From an optimization exercise on the open Yosys and OpenROAD flow, aimed at small area and a short achievable clock period; shortcuts taken in it are not production practice.
Only simulation tests tie the RTL to the original design; equivalence was not proved.
Power is estimated from default activity; no workload was simulated.

<file path="design.v">
module fp1(sig1, sig2, exp1, exp2, sign1, sign2, signew, expnew, signnew);
input wire [10:0] sig1, sig2; 
input wire [3:0] exp1, exp2;
input wire sign1, sign2;
output wire [21:0] signew;
output wire [4:0] expnew;
output wire signnew;
assign expnew = exp1 + exp2 - 3'b111;
assign signew = sig1 * sig2;
assign signnew = sign1 ^ sign2;
endmodule
module fp2(sig, exp, sign, fp_result, under, over);
input wire [21:0] sig;
input wire [4:0] exp;
input wire sign;
output wire [15:0] fp_result;
output wire under, over;
reg [21:0] tempsig;
reg [4:0] tempexp;
reg underflow;
reg overflow;
always @(*)
begin
	if(sig[20]==1'b0)
		begin
			tempsig = sig >> 1;
			tempexp = exp + 1'b1;
		end
	else 
		begin
			tempsig = sig;
			tempexp = exp;
		end
	if (tempexp > 5'd24) underflow = 1'b1;
	else underflow = 1'b0;
	if (tempexp[4]==1) overflow = 1'b1;
	else overflow =1'b0;
end
assign fp_result = {sign, tempexp[3:0], tempsig[19:9] };
assign under = underflow;
assign over = overflow;
endmodule
module fp_mul(clk, op1, op2, result, under, over);
input wire clk;
input wire [15:0] op1, op2;
output reg [15:0] result;
output reg under, over;
reg [15:0] op1reg, op2reg;
wire [21:0] signew;
wire [4:0] expnew;
wire signnew;
wire [15:0] fp_result;
wire fp_under, fp_over;
always @(posedge clk)
begin
	op1reg <= op1;
	op2reg <= op2;
	result <= fp_result;
	under <= fp_under;
	over <= fp_over;
end
fp1 stage1(.sig1(op1reg[10:0]), .sig2(op2reg[10:0]), .exp1(op1reg[14:11]), .exp2(op2reg[14:11]),
	.sign1(op1reg[15]), .sign2(op2reg[15]), .signew(signew), .expnew(expnew), .signnew(signnew));
fp2 stage2(.sig(signew), .exp(expnew), .sign(signnew), .fp_result(fp_result), .under(fp_under), .over(fp_over));
endmodule
</file>
<file path="run.sh">
#!/bin/bash
# synth_recipe.tcl (not shown) runs the flow's synth.tcl, then flattens the netlist and writes it again
# the make line also repeats each setting of config.mk as NAME=value (left out here)
make -C /OpenROAD-flow-scripts/flow DESIGN_CONFIG=/design/flow/config.mk WORK_HOME=/design/flow/orfs CLKGATE_MAP_FILE= SYNTH_SCRIPT=/design/flow/synth_recipe.tcl finish
</file>
<file path="config.mk">
export PLATFORM = sky130hd
export DESIGN_NAME = fp_mul
export DESIGN_NICKNAME = fp_mul
export VERILOG_FILES = /design/flow/design.v
export SDC_FILE = /design/flow/constraint.sdc
export NUM_CORES = 4
export LEC_CHECK = 0
export CAP_MARGIN = 20
export CORE_MARGIN = 2
export CORE_UTILIZATION = 40
export SLEW_MARGIN = 20
</file>
<file path="constraint.sdc">
create_clock -name core_clock -period 5.3 [get_ports {clk}]
set_input_delay 1.0600 -clock core_clock [delete_from_list [all_inputs] [get_ports {clk}]]
set_output_delay 1.0600 -clock core_clock [all_outputs]
set_load 0.01 [all_outputs]
</file>
==> reports/metrics.yaml <==
status:
  outcome: "complete, no violations"
cts:
  root_buffer: "clkbuf_16"
  clockBufferDepth: 2
  htree_levels: 2
  clk_pin_slew_ns: 0.08
  clk_latency_ns: 0.31
  clock-sinks: 50
  numCtsBuffers: 5
  ctsHoldBuffers: 0
  tritoncts: "yes"
cells_and_area:
  drive_gt1_frac: 0.176
  area_delta_synth_final_pct: 24.9
  fill_cells: 1239
  instances_no_fill: 825
  nNetsFinal: 823
  diodes: 0
synth:
  ys_types: 53
  synth_nets: 740
  netlist_top_cells_area: "fa_1, dfxtp_1, ha_1, inv_1, and2_1"
  yosysTopAreaCell: "fa_1"
  synth_most_common_cell: "inv_1"
  ys.flop_type: "dfxtp_1"
  synth_edf_count: 0
  yosys-top-cells-count: "inv_1, fa_1, and2_1"
  async_flop_share: 0
  netlist_area_mm2: 0.00537
  ys_seq_elements: 50
  synth_warnings: 2
  post_synth_inst_count: 566
  synth_seq_area_share: 0.186
  synth_area_per_cell_um2: 9.49
  synth_top_area_share: 0.294
timing:
  fin_skew_ns: 0.0100
  setup_tns_ns: 0
  fmax_ghz: 0.196
  finalHoldViolations: 0
  fin_crit_ns: 5.10
  slew_headroom: 0.732
  post-route-period-util: 0.962
  tightestPinTransition_ns: 0.400
  setup_viol: 0
  drv_slew: 0
grt:
  grt.busiest_layer: "met2"
  use_met1: 0.220
  grt_pass1_vias: 4181
  grt_use_met2: 0.294
  grt_use_total: 0.171
  grt_pass1_wl_mm: 19.4
  overflow: 0
  grt_util_met3: 0.0295
  antenna_found_initial: 0
  grt_max_degree: 16
pwr:
  powerDensity_mw_per_mm2: 539
  leakagePower_uw: 0.00326
  peakVddDrop_mv: 0.286
place:
  dp_cells: 813
  io_buffers: 50
  place_congestion: 0.836
  dpl.hpwl_mm: 9.71
setup_path:
  critPathKind: "register to register"
  worst_path_most_repeated_cell: "fa_1"
  worst-path-stages: 17
  path_buf_inv: 3
  crit_family: "adder cells"
  r2r_slack_ns: 0.20
  cp_cell_sequence: "buf_4 -> buf_4 -> and2_1 -> fa_1 -> fa_1 -> fa_1 -> fa_1 -> ha_1 -> ha_1 -> a21oi_1 -> o21ai_1 -> a31o_2 -> o21ai_4 -> nand4_1 -> buf_4 -> a31o_2 -> a221oi_2"
  crit_required_ns: 5.52
  reg2reg_depth: 17
  cpMaxStageDelayCell: "fa_1"
  crit_arrival_ns: 5.32
  critPathMaxStageDelay_ns: 0.58
  path_max_fanout: 6
  worst_setup_path_start_kind: "register"
  end_kind: "register"
floorplanning:
  fp-row-count: 42
  die_area_mm2: 0.0144
  die_w_um: 120
  die_h_um: 120
  ioPinCount: 51
  start_util: 0.407
  core_mm2: 0.0132
routing:
  drcViolationCount: 0
  wire_per_inst_um: 14.1
  drt-initial-drc-count: 121
  via_per_inst: 4.88
  num_vias: 4028
  ant_nets: 0
  drt_wl_total_mm: 11.6
  dr.pass1.iters: 4
hold_path:
  hold_depth: 1
  hp-class: "register to register"
job:
  maxCapViolations: 0
-- path summary, 6_finish.rpt --
check,from,end
setup / recovery,op2reg[5],result[7]
hold / removal,op1reg[15],result[15]
setup reg to reg,op2reg[5],result[7]
hold reg to reg,op1reg[15],result[15]
-- layout by cell type (no fill, tap or decap), types with 10 or more instances in the layout --
cell | netlist | layout
and2_1 | 65 | 63
buf_4 | 1 | 47
clkdlybuf4s50_1 | 0 | 50
dfxtp_1 | 50 | 31
dfxtp_4 | 0 | 14
fa_1 | 79 | 78
ha_1 | 62 | 58
inv_1 | 109 | 107
nand2_1 | 61 | 59
xnor2_1 | 10 | 10
-- final cells by class --
class | instances | area [um2] | area share
Multi-Input combinational cell | 382 | 3980 | 0.594
Sequential cell | 50 | 1060 | 0.158
Timing Repair Buffer | 100 | 896 | 0.133
Inverter | 110 | 413 | 0.0615
Tap cell | 176 | 220 | 0.0328
Clock buffer | 5 | 125 | 0.0186
Clock inverter | 2 | 13.8 | 0.00205
-- state kept, by name, indices dropped and copies added, names as in the netlist --
name / cells
result: 16
over: 1
under: 1
op2reg: 16
op1reg: 16
-- cell families (layout without fill, tap and decap cells) --
family | after synthesis | in the layout | synth area share
AOI/OAI and AO/OA | 60 | 60 | 0.0832
xor gates and xnor gates | 18 | 18 | 0.0307
adders and majority gates | 141 | 141 | 0.439
buffers and inverters | 134 | 217 | 0.0950
DFF | 50 | 50 | 0.186
muxes | 5 | 5 | 0.0105
and+or+nand+nor | 158 | 158 | 0.155
-- per-stage QoR --
stage               area [um2]  total power (uW)   util  hold WS (ns)  setup slack (ns)
finish                    6710              3610  0.509         0.425             0.202
global route              6710              3990  0.509         0.456          -0.00588
CTS                       6500              3460  0.493         0.434           0.00152
detailed placement        6330              3080  0.480         0.416            -0.114
global placement          6330              3070  0.480         0.415           -0.0520
floorplan                 5370              2290      -         0.406            0.0691
-- layer usage --
| layer | vias to the layer above | share of wire |
|---|---|---|
| li1 | 1938 | - |
| met1 | 2000 | 0.43 |
| met2 | 73 | 0.51 |
| met3 | 17 | 0.037 |
| met4 | 0 | 0.023 |
| met5 | - | 0 |
-- power breakdown --
group | total [uW] | leakage, uW | switching [uW] | internal [uW]
clock | 331 | 0.0000701 | 157 | 174
combinational | 2770 | 0.00277 | 1380 | 1390
sequential | 510 | 0.000426 | 37.9 | 472
total | 3610 | 0.00326 | 1570 | 2040
-- repair_timing --
action	4_1_cts	5_1_grt
gates resized for setup	17	44
gates cloned	0	0
pin swaps	3	21
setup buffers	0	5
endpoints found under the setup margin	15	17

[separate check: timing with driven ports]
No port has a modelled driver above. Below, the same layout with a new extraction and two added sets of constraints.
Step 1 sets driving cells, clkbuf_16 on the clock port and buf_2 on the other inputs (assumed; they add their load-dependent delay and slew).
Step 2 adds t to the input delays and takes it off the output delays; t is the mean of the earliest and latest rising clock arrival at the registers after step 1. Input paths then give back, and output paths get back, about the clock's delay inside the block.
Slacks: ideal / step 1 / step 2; pairs: ideal / step 1.
t, ns: 0.342
slack for setup (ns): 0.202 / 0.202 / 0.202
worst slew at a driven data input, ns: 0.04
After both steps this run still meets setup and hold. The setup slack of this run moves by 0.000 ns with the drivers and by 0.000 ns with both steps.
